This is an optimization exercise on Yosys and OpenROAD, whose aim is small area, a short achievable clock period and few clock cycles, not a production implementation. Only simulation tests tie the RTL to the original design; equivalence was not proved. Power is estimated from default activity; no workload was simulated.

==> design.v <==
module CPU(reset, clk, imem_addr, imem_data, dmem_addr, dmem_wdata, dmem_we, dmem_re, dmem_rdata);
  input reset, clk;
  output [31:0] imem_addr;
  input [31:0] imem_data;
  output [31:0] dmem_addr, dmem_wdata;
  output dmem_we, dmem_re;
  input [31:0] dmem_rdata;
  localparam ALU_ADD = 4'd0, ALU_SUB = 4'd1, ALU_AND = 4'd2, ALU_OR = 4'd3,
             ALU_XOR = 4'd4, ALU_NOR = 4'd5, ALU_SLT = 4'd6, ALU_SLTU = 4'd7,
             ALU_SLL = 4'd8, ALU_SRL = 4'd9, ALU_SRA = 4'd10, ALU_LUI = 4'd11,
             ALU_LINK = 4'd12;
  reg [31:0] pc;
  reg [31:0] e_a, e_b, e_x;
  reg [15:0] e_imm;
  reg        e_fa, e_fb;
  reg [4:0]  e_dst;
  reg        e_ld, e_st, e_br, e_jr, e_pred;
  reg [1:0]  e_bop;
  reg [3:0]  e_alu;
  reg        e_isimm, e_sext;
  reg [31:0] m_res, m_sd;
  reg [4:0]  m_dst;
  reg        m_ld, m_st;
  reg [31:0] rf [0:31];
  reg [31:1] rv;
  wire [31:0] rvz = {rv, 1'b0};
  wire [31:0] ins = imem_data;
  wire [5:0] op = ins[31:26];
  wire [5:0] fn = ins[5:0];
  wire [4:0] rs = ins[25:21], rt = ins[20:16], rd = ins[15:11];
  wire rtype = (op == 6'h00);
  wire r_sh  = rtype & (fn == 6'h00 | fn == 6'h02 | fn == 6'h03);
  wire r_alu = rtype & (fn[5:4] == 2'b10);
  wire r_jr  = rtype & (fn == 6'h08);
  wire r_jalr = rtype & (fn == 6'h09);
  wire i_alu = (op[5:3] == 3'b001);
  wire i_lui = (op == 6'h0f);
  wire f_ld  = (op == 6'h23);
  wire f_st  = (op == 6'h2b);
  wire f_br  = (op[5:2] == 4'b0001);
  wire f_j   = (op[5:1] == 5'b00001);
  wire f_jal = (op == 6'h03);
  wire f_trap = (op == 6'h3f);
  wire uses_rs = ~(f_j | f_trap | i_lui | r_sh);
  wire uses_rt = rtype | f_st | (op[5:1] == 5'b00010);
  reg [4:0] f_dst;
  always @* begin
    if (r_sh | r_alu) f_dst = rd;
    else if (i_alu | f_ld) f_dst = rt;
    else if (f_jal | r_jalr) f_dst = 5'd31;
    else if (f_trap) f_dst = 5'd26;
    else f_dst = 5'd0;
  end
  reg [3:0] f_alu;
  always @* begin
    f_alu = ALU_ADD;
    if (rtype) begin
      case (fn)
        6'h00: f_alu = ALU_SLL;
        6'h02: f_alu = ALU_SRL;
        6'h03: f_alu = ALU_SRA;
        6'h22, 6'h23: f_alu = ALU_SUB;
        6'h24: f_alu = ALU_AND;
        6'h25: f_alu = ALU_OR;
        6'h26: f_alu = ALU_XOR;
        6'h27: f_alu = ALU_NOR;
        6'h2a: f_alu = ALU_SLT;
        6'h2b: f_alu = ALU_SLTU;
        6'h09: f_alu = ALU_LINK;
        default: f_alu = ALU_ADD;
      endcase
    end else begin
      case (op)
        6'h0a: f_alu = ALU_SLT;
        6'h0b: f_alu = ALU_SLTU;
        6'h0c: f_alu = ALU_AND;
        6'h0d: f_alu = ALU_OR;
        6'h0e: f_alu = ALU_XOR;
        6'h0f: f_alu = ALU_LUI;
        6'h03, 6'h3f: f_alu = ALU_LINK;
        default: f_alu = ALU_ADD;
      endcase
    end
  end
  wire [31:0] m_wdata = m_ld ? dmem_rdata : m_res;
  wire [31:0] rf_a = rvz[rs] ? rf[rs] : 32'd0;
  wire [31:0] rf_b = rvz[rt] ? rf[rt] : 32'd0;
  wire [31:0] f_a = (m_dst != 5'd0 && m_dst == rs) ? m_wdata : rf_a;
  wire [31:0] f_b = (m_dst != 5'd0 && m_dst == rt) ? m_wdata : rf_b;
  wire [31:0] pc4 = pc + 32'd4;
  wire [31:0] btarget = pc4 + {{14{ins[15]}}, ins[15:0], 2'b00};
  wire f_pred = f_br & ins[15];
  wire [31:0] a = e_fa ? m_res : e_a;
  wire [31:0] b = e_fb ? m_res : e_b;
  wire [31:0] immx = {e_sext ? {16{e_imm[15]}} : 16'd0, e_imm};
  wire [31:0] bi = e_isimm ? immx : b;
  wire [31:0] sum = a + bi;
  wire [31:0] dif = a - bi;
  wire lt_s = (a[31] ^ bi[31]) ? a[31] : dif[31];
  wire lt_u = (a < bi);
  reg [31:0] res;
  always @* begin
    case (e_alu)
      ALU_ADD:  res = sum;
      ALU_SUB:  res = dif;
      ALU_AND:  res = a & bi;
      ALU_OR:   res = a | bi;
      ALU_XOR:  res = a ^ bi;
      ALU_NOR:  res = ~(a | bi);
      ALU_SLT:  res = {31'd0, lt_s};
      ALU_SLTU: res = {31'd0, lt_u};
      ALU_SLL:  res = bi << e_imm[10:6];
      ALU_SRL:  res = bi >> e_imm[10:6];
      ALU_SRA:  res = $signed(bi) >>> e_imm[10:6];
      ALU_LUI:  res = {e_imm, 16'd0};
      default:  res = e_x;
    endcase
  end
  wire a_zero = (a == 32'd0);
  reg cond;
  always @* begin
    case (e_bop)
      2'd0: cond = (a == b);
      2'd1: cond = (a != b);
      2'd2: cond = a[31] | a_zero;
      default: cond = ~a[31] & ~a_zero;
    endcase
  end
  wire e_redirect = e_jr | (e_br & (cond != e_pred));
  wire [31:0] e_target = e_jr ? a : e_x;
  wire stall = e_ld & (e_dst != 5'd0) &
               ((uses_rs & (rs == e_dst)) | (uses_rt & (rt == e_dst)));
  wire kill = e_redirect | stall;
  reg [31:0] npc;
  always @* begin
    if (e_redirect) npc = e_target;
    else if (stall) npc = pc;
    else if (f_j) npc = {pc4[31:28], ins[25:0], 2'b00};
    else if (f_trap & ~pc[31]) npc = 32'h80000008;
    else if (f_pred) npc = btarget;
    else npc = pc4;
  end
  always @(posedge clk or posedge reset)
    if (reset) pc <= 32'd0;
    else pc <= npc;
  always @(posedge clk or posedge reset)
    if (reset) begin
      e_dst <= 5'd0; e_ld <= 1'b0; e_st <= 1'b0; e_br <= 1'b0; e_jr <= 1'b0;
    end else if (kill) begin
      e_dst <= 5'd0; e_ld <= 1'b0; e_st <= 1'b0; e_br <= 1'b0; e_jr <= 1'b0;
    end else begin
      e_dst <= f_dst; e_ld <= f_ld; e_st <= f_st; e_br <= f_br; e_jr <= r_jr | r_jalr;
    end
  always @(posedge clk) begin
    e_a <= f_a;
    e_b <= f_b;
    e_fa <= (e_dst != 5'd0) && (e_dst == rs);
    e_fb <= (e_dst != 5'd0) && (e_dst == rt);
    e_imm <= ins[15:0];
    e_x <= (f_br & ~ins[15]) ? btarget : pc4;
    e_pred <= f_pred;
    e_bop <= op[1:0];
    e_alu <= f_alu;
    e_isimm <= i_alu | f_ld | f_st;
    e_sext <= ~(op == 6'h0c | op == 6'h0d | op == 6'h0e);
  end
  always @(posedge clk or posedge reset)
    if (reset) begin
      m_dst <= 5'd0; m_ld <= 1'b0; m_st <= 1'b0;
    end else begin
      m_dst <= e_dst; m_ld <= e_ld; m_st <= e_st;
    end
  always @(posedge clk) begin
    m_res <= res;
    m_sd <= b;
  end
  assign dmem_addr = m_res;
  assign dmem_wdata = m_sd;
  assign dmem_we = m_st;
  assign dmem_re = m_ld;
  always @(posedge clk or posedge reset)
    if (reset) rv <= 31'd0;
    else if (m_dst != 5'd0) rv[m_dst] <= 1'b1;
  always @(posedge clk)
    if (m_dst != 5'd0) rf[m_dst] <= m_wdata;
  assign imem_addr = pc;
endmodule
==> run.sh <==
#!/bin/bash
# synth_recipe.tcl (not shown) runs the flow's synth.tcl, then flattens the netlist and writes it again
# the make line also repeats each setting of config.mk as NAME=value (left out here)
make -C /OpenROAD-flow-scripts/flow DESIGN_CONFIG=/design/flow/config.mk WORK_HOME=/design/flow/orfs CLKGATE_MAP_FILE= SYNTH_SCRIPT=/design/flow/synth_recipe.tcl finish
==> config.mk <==
export PLATFORM = sky130hd
export DESIGN_NAME = CPU
export DESIGN_NICKNAME = CPU
export VERILOG_FILES = /design/flow/design.v
export SDC_FILE = /design/flow/constraint.sdc
export NUM_CORES = 4
export LEC_CHECK = 0
export CAP_MARGIN = 20
export CORE_MARGIN = 2
export CORE_UTILIZATION = 30
export SLEW_MARGIN = 20
==> constraint.sdc <==
create_clock -name core_clock -period 11.0 [get_ports {clk}]
set_input_delay 2.2000 -clock core_clock [delete_from_list [all_inputs] [get_ports {clk}]]
set_output_delay 2.2000 -clock core_clock [all_outputs]
set_load 0.01 [all_outputs]
==> results.py <==
metrics = {
    "die": {
        "rows": 177,
        "io_pins": 164,
        "die_h_um": 487,
        "core-area_sq_um": 232000,
        "dieArea_sq_um": 237000,
        "fp.dieW_um": 487,
        "start_util_pct": 30.1,
    },
    "critical_path": {
        "rrSetupSlack_ns": 4.92,
        "path_common_cell": "a21oi_1",
        "worstSetupPathType": "reg -> reg",
        "cp_max_fo": 35,
        "crit_slowest_cell": "mux2i_2",
        "crit_arrival_ns": 6.79,
        "critPathCaptureType": "flip-flop",
        "required_ns": 11.72,
        "max_stage_delay_ns": 0.67,
        "startpoint_type": "flip-flop",
        "crit_chain": "buf_4, inv_2, buf_4, mux2i_2, ha_1, inv_1, a21oi_1, o2111ai_1, a311oi_2, o21bai_2, a21oi_2, o2111a_1, nor2b_1, nor2_1, o21bai_1, fa_1, o22ai_1, a211oi_1, a21oi_1, nor2b_1, nor3_1, a21oi_1",
    },
    "timing": {
        "finalCritPeriodShare_pct": 55.2,
        "drv_slew": 0,
        "final.setup_skew_ns": 0.0453,
        "final-setup-viol-count": 0,
        "max_slew.worst_pin.slew_ns": 1.16,
        "finalSetupTns_ns": 0,
        "hold_violations": 0,
        "worst_slack_ns": 4.92,
        "grt_setup_unrepaired": "no",
        "relSlewSlack_pct": 22.2,
        "fin_crit_ns": 6.08,
        "timing.fmax_ghz": 0.165,
    },
    "synth": {
        "yosys.area_share.adder_pct": 2.62,
        "synth_edf_count": 1024,
        "synthArstFlopShare_pct": 6.12,
        "syn_area_per_cell_sq_um": 14.3,
        "synth_simple_gate_area_share_pct": 5.78,
        "syn_inst": 4873,
        "synthXorXnorAreaFrac_pct": 1.87,
        "ys_types": 103,
        "synthMuxAreaShare_pct": 25.7,
        "synth_top_family_by_area": "multiplexers",
        "synth-compound-area-share_pct": 8.87,
        "syn_area_sq_um": 69900,
        "ys.flop_type": "edfxtp_1",
        "ys_seq_area_share_pct": 52.2,
        "yosys_warnings": 1,
        "synth_seq_cells": 1290,
    },
    "global_routing": {
        "grt_pass1_vias": 47425,
        "grt_max_degree": 120,
        "antenna_found_initial": 10,
        "grt_pass1_wl_um": 364000,
        "overflow": 0,
        "grt_usage_pct": 21.5,
    },
    "layout": {
        "drive_gt1_share_pct": 23.1,
        "layoutNonFillerInstCount": 8155,
        "fin_nets": 5206,
        "syn_to_final_growth_pct": 14.5,
        "layout_commonest_cell": "edfxtp_1",
        "layout_common_cells": "1024 x edfxtp_1, 672 x mux4_2, 262 x nand2_1",
    },
    "clock_tree": {
        "cts_tree": "yes",
        "hold_buffers": 0,
        "htreeDepth": 4,
        "clkTransAtPathRegs_ns": 0.06,
        "clock_path_buffers": 3,
        "root_buffer": "clkbuf_16",
        "cts_resized": 0,
        "cts_setup_buffers": 0,
        "clock-sinks": 1290,
        "insertion_delay_ns": 0.80,
        "cts_made_buffers": 138,
    },
    "min_path": {
        "holdCritPathClass": "reg -> reg",
    },
    "placed_design": {
        "dpl.hpwl_um": 169000,
        "preCtsSetupSlack_ns": 4.82,
        "dp_cells": 7898,
        "portBuffers": 163,
        "place_congestion": 0.977,
    },
    "drt": {
        "drc": 0,
        "drt_iter0_markers": 6884,
        "drtPass1Iterations": 9,
        "vias": 48762,
        "wire_per_inst_um": 31.8,
        "via_per_inst": 5.98,
        "detail-route-antenna-nets": 0,
        "wirelength_um": 260000,
    },
    "power": {
        "p_leak_nw": 27.1,
        "ir_drop_mv": 0.136,
        "power_density_nw_per_um2": 180,
    },
    "job": {
        "maxCapViolations": 0,
    },
    "run_status": {
        "outcome": "finished clean",
    },
}
flip-flops by register name, summed over array words and instances, names as in the netlist, 2 cells and up:
signal  cells
e_dst       5
e_alu       4
e_a        32
pc         32
e_b        32
rf       1024
m_sd       32
e_bop       2
rv         31
m_dst       5
e_x        32
m_res      32
e_imm      16
stage by stage:
step / total power [mW] / utilization (%) / area [sq um] / hold WS [ns]
floorplan: 8.20 / - / 70000 / 0.331
global placement: 9.62 / 32.5 / 75400 / 0.376
detailed placement: 9.65 / 32.5 / 75400 / 0.353
CTS: 14.4 / 34.4 / 79900 / 0.387
global route: 14.9 / 34.5 / 80000 / 0.392
finish: 14.4 / 34.5 / 80000 / 0.394
per-layer routing:
metal | track usage [%] | vias up | wire, um
met5 | 0.327 | - | 133
met4 | 11.9 | 6 | 16500
met3 | 5.48 | 603 | 27300
met2 | 33.3 | 3105 | 119000
met1 | 27.3 | 25267 | 97100
li1 | - | 19781 | -
worst max-delay path, delay by kind of cell, from the launching register on:
| kind | cells | cell delay [ns] |
|---|---|---|
| compound gates | 11 | 2.52 |
| fa+ha+maj | 2 | 0.97 |
| buf+inv | 4 | 1.15 |
| flops | 1 | 0.29 |
| mux | 1 | 0.67 |
| simple gates | 4 | 0.39 |
synth_stat cells, types with 14 or more instances:
cell,instances,area [sq um]
a221oi_1,37,324
nand2b_1,38,238
a31oi_1,39,244
nand2_1,263,987
dfrtp_1,79,1980
nand3_1,59,295
o22ai_1,95,594
nor2_1,272,1020
nand4_1,31,194
a21o_1,45,338
edfxtp_1,1024,30700
o21bai_1,30,225
and2_1,16,100
o211ai_1,45,338
a211oi_1,28,210
buf_2,28,140
a22oi_1,27,203
nor4_1,29,181
o31ai_1,14,105
o21ai_1,37,185
o21ai_0,216,1080
inv_2,16,60.1
inv_1,154,578
buf_1,75,282
nor2b_1,20,125
and3_1,26,163
clkbuf_1,235,882
mux2_2,39,439
dfxtp_1,187,3740
mux4_2,672,15100
a21oi_1,206,1030
nor3_1,60,300
xnor2_1,98,858
ha_1,140,1750
xor2_1,51,447
mux2i_1,204,2040
report_power, final:
group          leakage [nW]  internal [mW]  switching [mW]
clock network          2.21           2.67            2.05
registers              11.9           5.84           0.446
logic                  13.1           1.28            2.08
worst paths after layout:
kind,startpoint,to,cells after the start
max in group asynchronous,reset,e_jr,3
setup / recovery,e_isimm,m_res[31],22
min in group asynchronous,reset,rv[1],2
hold / removal,e_st,m_st,0
hold reg to reg,e_st,m_st,0
setup reg to reg,e_isimm,m_res[31],22
cells by family (layout without fill, tap and decap cells):
group,count (synthesis),count (layout)
flip-flops,1290,1290
AND/OR/NAND/NOR,871,871
AO/OA/AOI/OAI,962,962
multiplexers,935,935
XOR/XNOR,149,149
buffers and inverters,521,726
other,1,35
adder cells (fa/ha/maj),144,144
final cells by class:
cell class	count	area (sq um)
inverter	172	647
fill	22145	152000
clock buffer	192	3810
sequential	1290	36500
antenna	3	7.51
clock inverter	61	752
timing repair buffer	301	2740
tap	3043	3810
multi-input combinational	3093	31700
Testbench counts, summed over its fixed seeds: cycles 94,728.

==> static timing again, ports no longer ideal <==
No port has a modelled driver above. Below, the same layout with a new extraction and two added sets of constraints.
Step 1: set_driving_cell puts a clkbuf_16 on clk and a buf_2 on each other input, an assumption about the parent block.
Step 2 times the ports against the registers' clock, not the clock port: input delays grow and output delays shrink by t, the midpoint of the rising clock arrivals with the driver on.
a / b / c = ideal / step 1 / step 2; a / b = the first two.
shift t [ns]: 0.869
slack for setup (ns): 4.923 / 4.923 / 4.858
hold slack, ns: 0.394 / 0.394 / 0.394
worst setup path at the end: input to register
After both steps this run still meets setup and hold. For this run, drivers alone change the setup slack by 0.000 ns; drivers and shift together by -0.065 ns.
